This design comes from an exercise in tuning for small area, a short achievable clock period and few clock cycles per item on the open sky130 flow, not from production work.
At most, simulation tests tie the RTL to the original design; equivalence was not proved.

== 12-20 ==
==> flow/design.v <==
module div_lzc64 (
  input  logic [63:0] a,
  output logic [6:0]  n       
);
  logic [1:0] z2 [32];
  logic [2:0] z4 [16];
  logic [3:0] z8 [8];
  logic [4:0] z16[4];
  logic [5:0] z32[2];
  for (genvar i = 0; i < 32; i++) begin : g2
    wire h = a[2*i+1], l = a[2*i];
    assign z2[i] = h ? 2'd0 : (l ? 2'd1 : 2'd2);
  end
  for (genvar i = 0; i < 16; i++) begin : g4
    wire [1:0] h = z2[2*i+1], l = z2[2*i];
    assign z4[i] = h[1] ? {l[1], ~l[1], l[0]} : {1'b0, h};
  end
  for (genvar i = 0; i < 8; i++) begin : g8
    wire [2:0] h = z4[2*i+1], l = z4[2*i];
    assign z8[i] = h[2] ? {l[2], ~l[2], l[1:0]} : {1'b0, h};
  end
  for (genvar i = 0; i < 4; i++) begin : g16
    wire [3:0] h = z8[2*i+1], l = z8[2*i];
    assign z16[i] = h[3] ? {l[3], ~l[3], l[2:0]} : {1'b0, h};
  end
  for (genvar i = 0; i < 2; i++) begin : g32
    wire [4:0] h = z16[2*i+1], l = z16[2*i];
    assign z32[i] = h[4] ? {l[4], ~l[4], l[3:0]} : {1'b0, h};
  end
  assign n = z32[1][5] ? {z32[0][5], ~z32[0][5], z32[0][4:0]} : {1'b0, z32[1]};
endmodule
module div#(
  parameter WIDTH = 64
)(
  input                     i_clk         ,
  input                     i_rst_n       ,
  input                     i_flush       ,
  input                     i_divw        ,
  input                     i_start       ,
  output                    o_busy        ,
  output logic              o_end_valid   ,
  input                     i_end_ready   ,
  input                     i_signed      ,
  input  logic [WIDTH-1:0]  i_dividend    ,
  input  logic [WIDTH-1:0]  i_divisor     ,
  output logic [WIDTH-1:0]  o_quotient    ,
  output logic [WIDTH-1:0]  o_remainder
);
  localparam WB = 66;          
  localparam WT = WB + 1;      
  logic       busy_r, prep_r, iter_r, fix_r;
  logic [5:0] cnt;
  logic       last;
  logic       w_r, sx_r, sd_r, sq_r;
  logic [63:0]   rem_r;      
  logic [WB-1:0] b_r;        
  logic [63:0]   quo_r;
  assign o_busy      = busy_r;
  assign o_quotient  = quo_r;
  assign o_remainder = rem_r;
  wire [63:0] x_in = i_divw ? {{32{i_signed & i_dividend[31]}}, i_dividend[31:0]} : i_dividend;
  wire [63:0] d_in = i_divw ? {{32{i_signed & i_divisor [31]}}, i_divisor [31:0]} : i_divisor;
  wire [63:0] draw = b_r[63:0];
  wire        dz = ~|draw;
  wire [63:0] xa = rem_r ^ {sx_r, rem_r[63:1]};
  wire [63:0] da = draw  ^ {sd_r, draw[63:1]};
  logic [6:0] lzx, lzd;
  div_lzc64 u_lzx (.a(xa), .n(lzx));
  div_lzc64 u_lzd (.a(da), .n(lzd));
  wire        px = sx_r & ~|(~rem_r[63:1] & rem_r[62:0]);
  wire        pd = sd_r & ~|(~draw[63:1]  & draw[62:0]);
  wire signed [8:0] s_ub = $signed({2'b0, lzd}) - $signed({2'b0, lzx}) + $signed({8'b0, px}) - $signed({8'b0, pd});
  wire        q_zero = s_ub[8];             
  wire [6:0]  s_use  = s_ub[6:0] | 7'd1;    
  wire [WB-1:0] nd_sh = $signed(b_r << s_use) ^ {WB{~sd_r}};
  wire [WB-1:0] b1 = $signed(b_r) >>> 1;
  wire [WT-1:0] t0 = {{(WT-64){1'b0}}, rem_r} + {b_r[WB-1], b_r} + {{(WT-1){1'b0}}, ~sd_r};
  wire          a0 = ~t0[WT-1];
  wire [63:0]   r1 = a0 ? t0[63:0] : rem_r;
  wire [WT-1:0] t1 = {{(WT-64){1'b0}}, r1} + {b1[WB-1], b1} + {{(WT-1){1'b0}}, ~sd_r};
  wire          a1 = ~t1[WT-1];
  wire [63:0]   r2 = a1 ? t1[63:0] : r1;
  wire        neg_q = last & sq_r;
  wire        ext   = last & w_r;
  wire [63:0] q_neg = ~quo_r + 64'd1;
  wire [63:0] q_it  = ~neg_q ? {quo_r[61:0], a0, a1} :
                      a1     ? {~quo_r[61:0], ~a0, 1'b1} :
                      a0     ? {~quo_r[61:0], 2'b10} : {q_neg[61:0], 2'b00};
  wire [63:0] r_ext = ext ? {{32{r2[31]}}, r2[31:0]} : r2;
  wire [63:0] q_ext = ext ? {{32{q_it[31]}}, q_it[31:0]} : q_it;
  wire [63:0] r_neg = ~rem_r + 64'd1;
  wire [63:0] r_fix = w_r ? {{32{r_neg[31]}}, r_neg[31:0]} : r_neg;
  wire        short = dz | q_zero;
  wire [63:0] r_short = w_r ? {{32{rem_r[31]}}, rem_r[31:0]} : rem_r;
  wire [63:0] r_abs   = sx_r ? r_neg : rem_r;
  always_ff @(posedge i_clk or negedge i_rst_n) begin
    if (!i_rst_n) begin
      busy_r      <= 1'b0;
      prep_r      <= 1'b0;
      iter_r      <= 1'b0;
      fix_r       <= 1'b0;
      o_end_valid <= 1'b0;
    end else if (i_flush) begin
      busy_r      <= 1'b0;
      prep_r      <= 1'b0;
      iter_r      <= 1'b0;
      fix_r       <= 1'b0;
      o_end_valid <= 1'b0;
    end else begin
      prep_r <= i_start;
      if (i_start) busy_r <= 1'b1;
      else if (o_end_valid & i_end_ready) busy_r <= 1'b0;
      if (prep_r) iter_r <= ~short;
      else if (iter_r & last) iter_r <= 1'b0;
      fix_r <= iter_r & last & sx_r;
      if ((prep_r & short) | (iter_r & last & ~sx_r) | fix_r) o_end_valid <= 1'b1;
      else if (i_end_ready) o_end_valid <= 1'b0;
    end
  end
  always_ff @(posedge i_clk) begin
    if (!busy_r) begin
      rem_r <= x_in;
      w_r   <= i_divw;
      sx_r  <= i_signed & x_in[63];
      sd_r  <= i_signed & d_in[63];
      sq_r  <= i_signed & (x_in[63] ^ d_in[63]);
    end else if (prep_r) begin
      rem_r <= short ? r_short : r_abs;
      quo_r <= {64{dz}};
      cnt   <= s_use[6:1];
      last  <= (s_use[6:1] == 6'd0);
    end else if (iter_r) begin
      rem_r <= r_ext;
      quo_r <= q_ext;
      cnt   <= cnt - 6'd1;
      last  <= (cnt == 6'd1);
    end else if (fix_r) begin
      rem_r <= r_fix;
    end
  end
  always_ff @(posedge i_clk) begin
    if (!busy_r)     b_r <= {{(WB-64){i_signed & d_in[63]}}, d_in};
    else if (prep_r) b_r <= nd_sh;
    else             b_r <= $signed(b_r) >>> 2;
  end
endmodule
clock: 20.0 ns
lec_check: 0
cap_margin: 20
core_margin: 2
core_utilization: 45
place_density: 0.6
slew_margin: 20
standard.sh (not shown) runs the stock make flow with config.mk's settings and CLKGATE_MAP_FILE= SYNTH_SCRIPT=/design/flow/synth_recipe.tcl, a recipe that flattens the netlist after the stock synthesis.
==> flow/flow/run.sh <==
#!/bin/bash
set -euo pipefail
bash standard.sh SETUP_SLACK_MARGIN=13 'BUFFER_PORTS_ARGS=-buffer_cell sky130_fd_sc_hd__buf_2' finish > standard_flow.log 2>&1
[inputs] 07-26 vs 12-20
==> flow/design.v, changed modules only <==
module div#(
  parameter WIDTH = 64
)(
  input                     i_clk         ,
  input                     i_rst_n       ,
  input                     i_flush       ,
  input                     i_divw        ,
  input                     i_start       ,
  output                    o_busy        ,
  output logic              o_end_valid   ,
  input                     i_end_ready   ,
  input                     i_signed      ,
  input  logic [WIDTH-1:0]  i_dividend    ,
  input  logic [WIDTH-1:0]  i_divisor     ,
  output logic [WIDTH-1:0]  o_quotient    ,
  output logic [WIDTH-1:0]  o_remainder
);
  localparam WB = 68;          
  localparam WT = WB + 1;      
  logic       busy_r, prep_r, iter_r, fix_r;
  logic [5:0] cnt;
  logic       last;
  logic       w_r, sx_r, sd_r, sq_r;
  logic [63:0]   rem_r;      
  logic [WB-1:0] b_r;        
  logic [63:0]   quo_r;
  assign o_busy      = busy_r;
  assign o_quotient  = quo_r;
  assign o_remainder = rem_r;
  wire [63:0] x_in = i_divw ? {{32{i_signed & i_dividend[31]}}, i_dividend[31:0]} : i_dividend;
  wire [63:0] d_in = i_divw ? {{32{i_signed & i_divisor [31]}}, i_divisor [31:0]} : i_divisor;
  wire [63:0] draw = b_r[63:0];
  wire        dz = ~|draw;
  wire [63:0] xa = rem_r ^ {sx_r, rem_r[63:1]};
  wire [63:0] da = draw  ^ {sd_r, draw[63:1]};
  logic [6:0] lzx, lzd;
  div_lzc64 u_lzx (.a(xa), .n(lzx));
  div_lzc64 u_lzd (.a(da), .n(lzd));
  wire [8:0]  s_ub = {2'b0, lzd} - {2'b0, lzx} + {8'b0, sx_r};
  wire        q_zero = s_ub[8];             
  wire [6:0]  s_use  = s_ub[6:0] | 7'd1;    
  wire [WB-1:0] nd_sh = (b_r << s_use) ^ {WB{~sd_r}};
  wire [WB-1:0] b1 = {b_r[WB-1], b_r[WB-1:1]};
  wire [WT-1:0] t0 = {{(WT-64){1'b0}}, rem_r} + {b_r[WB-1], b_r} + {{(WT-1){1'b0}}, ~sd_r};
  wire          a0 = ~t0[WT-1];
  wire [63:0]   r1 = a0 ? t0[63:0] : rem_r;
  wire [WT-1:0] t1 = {{(WT-64){1'b0}}, r1} + {b1[WB-1], b1} + {{(WT-1){1'b0}}, ~sd_r};
  wire          a1 = ~t1[WT-1];
  wire [63:0]   r2 = a1 ? t1[63:0] : r1;
  wire        neg_q = last & sq_r;
  wire        ext   = last & w_r;
  wire [63:0] q_neg = ~quo_r + 64'd1;
  wire [63:0] q_it  = ~neg_q ? {quo_r[61:0], a0, a1} :
                      a1     ? {~quo_r[61:0], ~a0, 1'b1} :
                      a0     ? {~quo_r[61:0], 2'b10} : {q_neg[61:0], 2'b00};
  wire [63:0] r_ext = ext ? {{32{r2[31]}}, r2[31:0]} : r2;
  wire [63:0] q_ext = ext ? {{32{q_it[31]}}, q_it[31:0]} : q_it;
  wire [63:0] r_neg = ~rem_r + 64'd1;
  wire [63:0] r_fix = w_r ? {{32{r_neg[31]}}, r_neg[31:0]} : r_neg;
  wire        short = dz | q_zero;
  wire [63:0] r_short = w_r ? {{32{rem_r[31]}}, rem_r[31:0]} : rem_r;
  wire [63:0] r_abs   = sx_r ? r_neg : rem_r;
  always_ff @(posedge i_clk or negedge i_rst_n) begin
    if (!i_rst_n) begin
      busy_r      <= 1'b0;
      prep_r      <= 1'b0;
      iter_r      <= 1'b0;
      fix_r       <= 1'b0;
      o_end_valid <= 1'b0;
    end else if (i_flush) begin
      busy_r      <= 1'b0;
      prep_r      <= 1'b0;
      iter_r      <= 1'b0;
      fix_r       <= 1'b0;
      o_end_valid <= 1'b0;
    end else begin
      prep_r <= i_start;
      if (i_start) busy_r <= 1'b1;
      else if (o_end_valid & i_end_ready) busy_r <= 1'b0;
      if (prep_r) iter_r <= ~short;
      else if (iter_r & last) iter_r <= 1'b0;
      fix_r <= iter_r & last & sx_r;
      if ((prep_r & short) | (iter_r & last & ~sx_r) | fix_r) o_end_valid <= 1'b1;
      else if (i_end_ready) o_end_valid <= 1'b0;
    end
  end
  always_ff @(posedge i_clk) begin
    if (!busy_r) begin
      rem_r <= x_in;
      w_r   <= i_divw;
      sx_r  <= i_signed & x_in[63];
      sd_r  <= i_signed & d_in[63];
      sq_r  <= i_signed & (x_in[63] ^ d_in[63]);
    end else if (prep_r) begin
      rem_r <= short ? r_short : r_abs;
      quo_r <= {64{dz}};
      cnt   <= s_use[6:1];
      last  <= (s_use[6:1] == 6'd0);
    end else if (iter_r) begin
      rem_r <= r_ext;
      quo_r <= q_ext;
      cnt   <= cnt - 6'd1;
      last  <= (cnt == 6'd1);
    end else if (fix_r) begin
      rem_r <= r_fix;
    end
  end
  always_ff @(posedge i_clk) begin
    if (!busy_r)     b_r <= {{(WB-64){i_signed & d_in[63]}}, d_in};
    else if (prep_r) b_r <= nd_sh;
    else             b_r <= {{2{b_r[WB-1]}}, b_r[WB-1:2]};
  end
endmodule
Notes after the runs:
- Status: overall die area parity (12-20, 07-26)
- Delta (07-26 minus 12-20): instance count of the mapped netlist now larger, synthesis-stage register bit count now larger, clock latency reported for the late side of the worst-skew pair now smaller, complex-gate fraction of the synthesized area now smaller.
- Area fraction in and, or, nand and nor cells after synthesis in 07-26 vs 12-20: down 0.31 points
Testbench counts of 07-26, summed over its fixed seeds: cycles 6,959, items 900.
Only the layout flow was run in 12-20; the RTL was not checked for function there.

* * *

Another version of the RTL of div (not shown whole).
Size: about 4500 cells after synthesis, roughly 210 flip-flops, ~270 I/O pins, about 32000 um^2 of cells after synthesis.
==> flow/design.v (excerpt) <==
module div#(
  parameter WIDTH = 64
)(
  input                     i_clk         ,
  input                     i_rst_n       ,
  input                     i_flush       ,
  input                     i_divw        ,
  input                     i_start       ,
  output                    o_busy        ,
  output logic              o_end_valid   ,
  input                     i_end_ready   ,
  input                     i_signed      ,
  input  logic [WIDTH-1:0]  i_dividend    ,
  input  logic [WIDTH-1:0]  i_divisor     ,
  output logic [WIDTH-1:0]  o_quotient    ,
  output logic [WIDTH-1:0]  o_remainder
);
==> module div_qz, before the edit <==
module div_qz #(
  parameter W = 64
)(
  input  logic [W-1:0] x,
  input  logic [W-1:0] d,
  input  logic         sg,
  output logic         qz
);
  wire         sx = sg & x[W-1];
  wire         sd = sg & d[W-1];
  wire [W-1:0] xa = x ^ {sx, x[W-1:1]};
  wire [W-1:0] da = d ^ {sd, d[W-1:1]};
  logic [W:0]  td;                          
  always_comb begin
    td[W] = 1'b0;
    for (int i = W-1; i >= 0; i--) td[i] = td[i+1] | da[i];
  end
  wire         qz1 = td[0] & ~|(xa & ~td[W:1]);
  wire         qz2 = td[1] & ~|(xa & ~{1'b0, td[W:2]});
  assign qz = ~|d | (sx ? qz2 : qz1);
endmodule
==> module div, before the edit <==
module div#(
  parameter WIDTH = 64
)(
  input                     i_clk         ,
  input                     i_rst_n       ,
  input                     i_flush       ,
  input                     i_divw        ,
  input                     i_start       ,
  output                    o_busy        ,
  output logic              o_end_valid   ,
  input                     i_end_ready   ,
  input                     i_signed      ,
  input  logic [WIDTH-1:0]  i_dividend    ,
  input  logic [WIDTH-1:0]  i_divisor     ,
  output logic [WIDTH-1:0]  o_quotient    ,
  output logic [WIDTH-1:0]  o_remainder
);
  localparam WB = 66;          
  localparam WT = WB + 1;      
  logic       busy_r, prep_r, iter_r, fix_r;
  logic [5:0] cnt;
  logic       last;
  logic       w_r, uw_r, sx_r, sd_r, sq_r;
  logic [63:0]   rem_r;      
  logic [WB-1:0] b_r;        
  logic [63:0]   quo_r;
  assign o_busy      = busy_r;
  assign o_quotient  = quo_r;
  assign o_remainder = rem_r;
  wire [63:0] x_out = i_divw ? {{32{i_dividend[31]}}, i_dividend[31:0]} : i_dividend;
  wire [63:0] d_in  = i_divw ? {{32{i_signed & i_divisor [31]}}, i_divisor [31:0]} : i_divisor;
  wire        sx_in = i_signed & x_out[63];
  wire        sd_in = i_signed & d_in[63];
  wire        qz64, qz32;
  div_qz #(64) u_qz64 (.x(i_dividend), .d(i_divisor), .sg(i_signed), .qz(qz64));
  div_qz #(32) u_qz32 (.x(i_dividend[31:0]), .d(i_divisor[31:0]), .sg(i_signed), .qz(qz32));
  wire        qz_in = i_divw ? qz32 : qz64;
  wire [63:0] draw = b_r[63:0];
  wire        dz = ~|draw;
  wire [63:0] xr = {rem_r[63:32] & {32{~uw_r}}, rem_r[31:0]};
  wire [63:0] xa = xr ^ {sx_r, xr[63:1]};
  wire [63:0] da = draw  ^ {sd_r, draw[63:1]};
  logic [6:0] lzx, lzd;
  div_lzc64 u_lzx (.a(xa), .n(lzx));
  div_lzc64 u_lzd (.a(da), .n(lzd));
  wire        px = sx_r & ~|(~xr[63:1] & xr[62:0]);
  wire        pd = sd_r & ~|(~draw[63:1]  & draw[62:0]);
  wire signed [8:0] s_ub = $signed({2'b0, lzd}) - $signed({2'b0, lzx}) + $signed({8'b0, px}) - $signed({8'b0, pd});
  wire        q_zero = s_ub[8];             
  wire [6:0]  s_use  = s_ub[6:0] | 7'd1;    
  wire [WB-1:0] nd_sh = $signed(b_r << s_use) ^ {WB{~sd_r}};
  wire [WB-1:0] b1 = $signed(b_r) >>> 1;
  wire [WT-1:0] t0 = {{(WT-64){1'b0}}, rem_r} + {b_r[WB-1], b_r} + {{(WT-1){1'b0}}, ~sd_r};
  wire          a0 = ~t0[WT-1];
  wire [63:0]   r1 = a0 ? t0[63:0] : rem_r;
  wire [WT-1:0] t1 = {{(WT-64){1'b0}}, r1} + {b1[WB-1], b1} + {{(WT-1){1'b0}}, ~sd_r};
  wire          a1 = ~t1[WT-1];
  wire [63:0]   r2 = a1 ? t1[63:0] : r1;
  wire        neg_q = last & sq_r;
  wire        ext   = last & w_r;
  wire [63:0] q_neg = ~quo_r + 64'd1;
  wire [63:0] q_it  = ~neg_q ? {quo_r[61:0], a0, a1} :
                      a1     ? {~quo_r[61:0], ~a0, 1'b1} :
                      a0     ? {~quo_r[61:0], 2'b10} : {q_neg[61:0], 2'b00};
  wire [63:0] r_ext = ext ? {{32{r2[31]}}, r2[31:0]} : r2;
  wire [63:0] q_ext = ext ? {{32{q_it[31]}}, q_it[31:0]} : q_it;
  wire [63:0] r_neg = ~rem_r + 64'd1;
  wire [63:0] r_fix = w_r ? {{32{r_neg[31]}}, r_neg[31:0]} : r_neg;
  wire        short = dz | q_zero;
  wire [63:0] r_abs   = sx_r ? r_neg : xr;
  always_ff @(posedge i_clk or negedge i_rst_n) begin
    if (!i_rst_n) begin
      busy_r      <= 1'b0;
      prep_r      <= 1'b0;
      iter_r      <= 1'b0;
      fix_r       <= 1'b0;
      o_end_valid <= 1'b0;
    end else if (i_flush) begin
      busy_r      <= 1'b0;
      prep_r      <= 1'b0;
      iter_r      <= 1'b0;
      fix_r       <= 1'b0;
      o_end_valid <= 1'b0;
    end else begin
      prep_r <= i_start & ~qz_in;
      if (i_start) busy_r <= 1'b1;
      else if (o_end_valid & i_end_ready) busy_r <= 1'b0;
      if (prep_r) iter_r <= ~short;
      else if (iter_r & last) iter_r <= 1'b0;
      fix_r <= iter_r & last & sx_r;
      if ((i_start & qz_in) | (prep_r & short) | (iter_r & last & ~sx_r) | fix_r) o_end_valid <= 1'b1;
      else if (i_end_ready) o_end_valid <= 1'b0;
    end
  end
  always_ff @(posedge i_clk) begin
    if (!busy_r) begin
      rem_r <= x_out;
      quo_r <= {64{~|d_in}};
      uw_r  <= i_divw & ~i_signed;
      w_r   <= i_divw;
      sx_r  <= sx_in;
      sd_r  <= sd_in;
      sq_r  <= sx_in ^ sd_in;
    end else if (prep_r) begin
      if (!short) rem_r <= r_abs;
      quo_r <= {64{dz}};
      cnt   <= s_use[6:1];
      last  <= (s_use[6:1] == 6'd0);
    end else if (iter_r) begin
      rem_r <= r_ext;
      quo_r <= q_ext;
      cnt   <= cnt - 6'd1;
      last  <= (cnt == 6'd1);
    end else if (fix_r) begin
      rem_r <= r_fix;
    end
  end
  always_ff @(posedge i_clk) begin
    if (!busy_r)     b_r <= {{(WB-64){i_signed & d_in[63]}}, d_in};
    else if (prep_r) b_r <= nd_sh;
    else             b_r <= $signed(b_r) >>> 2;
  end
endmodule
Settings: LEC_CHECK=0, CAP_MARGIN=20, CORE_MARGIN=2, CORE_UTILIZATION=45, PLACE_DENSITY=0.6, SLEW_MARGIN=20; clock period 20.0 ns.
Scripts as last shown in full above: flow/flow/run.sh
Next try:
--- a/flow/design.v
+++ b/flow/design.v
@@ -25,33 +25,12 @@
   end
   for (genvar i = 0; i < 2; i++) begin : g32
     wire [4:0] h = z16[2*i+1], l = z16[2*i];
     assign z32[i] = h[4] ? {l[4], ~l[4], l[3:0]} : {1'b0, h};
   end
   assign n = z32[1][5] ? {z32[0][5], ~z32[0][5], z32[0][4:0]} : {1'b0, z32[1]};
-endmodule
-module div_qz #(
-  parameter W = 64
-)(
-  input  logic [W-1:0] x,
-  input  logic [W-1:0] d,
-  input  logic         sg,
-  output logic         qz
-);
-  wire         sx = sg & x[W-1];
-  wire         sd = sg & d[W-1];
-  wire [W-1:0] xa = x ^ {sx, x[W-1:1]};
-  wire [W-1:0] da = d ^ {sd, d[W-1:1]};
-  logic [W:0]  td;                          
-  always_comb begin
-    td[W] = 1'b0;
-    for (int i = W-1; i >= 0; i--) td[i] = td[i+1] | da[i];
-  end
-  wire         qz1 = td[0] & ~|(xa & ~td[W:1]);
-  wire         qz2 = td[1] & ~|(xa & ~{1'b0, td[W:2]});
-  assign qz = ~|d | (sx ? qz2 : qz1);
 endmodule
 module div#(
   parameter WIDTH = 64
 )(
   input                     i_clk         ,
   input                     i_rst_n       ,
@@ -80,31 +59,36 @@
   assign o_quotient  = quo_r;
   assign o_remainder = rem_r;
   wire [63:0] x_out = i_divw ? {{32{i_dividend[31]}}, i_dividend[31:0]} : i_dividend;
   wire [63:0] d_in  = i_divw ? {{32{i_signed & i_divisor [31]}}, i_divisor [31:0]} : i_divisor;
   wire        sx_in = i_signed & x_out[63];
   wire        sd_in = i_signed & d_in[63];
-  wire        qz64, qz32;
-  div_qz #(64) u_qz64 (.x(i_dividend), .d(i_divisor), .sg(i_signed), .qz(qz64));
-  div_qz #(32) u_qz32 (.x(i_dividend[31:0]), .d(i_divisor[31:0]), .sg(i_signed), .qz(qz32));
-  wire        qz_in = i_divw ? qz32 : qz64;
+  wire [63:0] xa_in = x_out ^ {sx_in, x_out[63:1]};
+  wire [63:0] da_in = d_in  ^ {sd_in, d_in[63:1]};
+  logic [64:0] td_in;                       
+  always_comb begin
+    td_in[64] = 1'b0;
+    for (int i = 63; i >= 0; i--) td_in[i] = td_in[i+1] | da_in[i];
+  end
+  wire [63:0] td_n  = sx_in ? {2'b0, td_in[63:2]} : {1'b0, td_in[63:1]};
+  wire        qz_in = ~|d_in | ((sx_in ? td_in[1] : td_in[0]) & ~|(xa_in & ~td_n));
   wire [63:0] draw = b_r[63:0];
   wire        dz = ~|draw;
   wire [63:0] xr = {rem_r[63:32] & {32{~uw_r}}, rem_r[31:0]};
   wire [63:0] xa = xr ^ {sx_r, xr[63:1]};
   wire [63:0] da = draw  ^ {sd_r, draw[63:1]};
   logic [6:0] lzx, lzd;
   div_lzc64 u_lzx (.a(xa), .n(lzx));
   div_lzc64 u_lzd (.a(da), .n(lzd));
   wire        px = sx_r & ~|(~xr[63:1] & xr[62:0]);
   wire        pd = sd_r & ~|(~draw[63:1]  & draw[62:0]);
-  wire signed [8:0] s_ub = $signed({2'b0, lzd}) - $signed({2'b0, lzx}) + $signed({8'b0, px}) - $signed({8'b0, pd});
+  wire [8:0]  s_ub = {2'b0, lzd} - {2'b0, lzx} + {8'b0, px} - {8'b0, pd};
   wire        q_zero = s_ub[8];             
   wire [6:0]  s_use  = s_ub[6:0] | 7'd1;    
-  wire [WB-1:0] nd_sh = $signed(b_r << s_use) ^ {WB{~sd_r}};
-  wire [WB-1:0] b1 = $signed(b_r) >>> 1;
+  wire [WB-1:0] nd_sh = (b_r << s_use) ^ {WB{~sd_r}};
+  wire [WB-1:0] b1 = {b_r[WB-1], b_r[WB-1:1]};
   wire [WT-1:0] t0 = {{(WT-64){1'b0}}, rem_r} + {b_r[WB-1], b_r} + {{(WT-1){1'b0}}, ~sd_r};
   wire          a0 = ~t0[WT-1];
   wire [63:0]   r1 = a0 ? t0[63:0] : rem_r;
   wire [WT-1:0] t1 = {{(WT-64){1'b0}}, r1} + {b1[WB-1], b1} + {{(WT-1){1'b0}}, ~sd_r};
   wire          a1 = ~t1[WT-1];
   wire [63:0]   r2 = a1 ? t1[63:0] : r1;
@@ -167,9 +151,9 @@
       rem_r <= r_fix;
     end
   end
   always_ff @(posedge i_clk) begin
     if (!busy_r)     b_r <= {{(WB-64){i_signed & d_in[63]}}, d_in};
     else if (prep_r) b_r <= nd_sh;
-    else             b_r <= $signed(b_r) >>> 2;
+    else             b_r <= {{2{b_r[WB-1]}}, b_r[WB-1:2]};
   end
 endmodule
After rerunning: Final cell count falls by about 2.7%. Wire length falls by 4.6%. Die area falls by 3.2%. Final area rises by about 2.2%. Worst setup slack is worse by 0.17 ns. Sequential share of layout area falls by 0.38 points. Core utilization rises by 3.4 points. Sequential cell count is unchanged.
Function was not checked in any run of this note: the RTL went through the layout flow alone.

## port drivers added, routing unchanged
The results above use ideal ports. As a check the final layouts listed here were re-extracted and re-timed, cells and wires unchanged.
Step 1, drivers: a clkbuf_16 drives i_clk and a buf_2 each remaining input, both assumed.
Step 2 also shifts input and output timing later by t, the mid clock arrival at the registers, as if the neighbouring blocks saw the same clock.
a / b / c = no drivers / after step 1 / after step 2; a / b = the first two.
run | t (ns) | slack for setup (ns) | worst setup path after step 2
12-20 | 0.710 | 12.980 / 12.980 / 12.980 | register to register
07-26 | 0.678 | 13.082 / 13.082 / 13.082 | register to register
the first run of note 2 | 0.701 | 12.922 / 12.922 / 12.547 | input to register
the second run of note 2 | 0.709 | 12.756 / 12.756 / 12.323 | input to register
After both steps setup and hold are still met in every run listed. For the second run of note 2, which loses most, drivers alone change the setup slack by 0.000 ns; drivers and shift together by -0.433 ns.
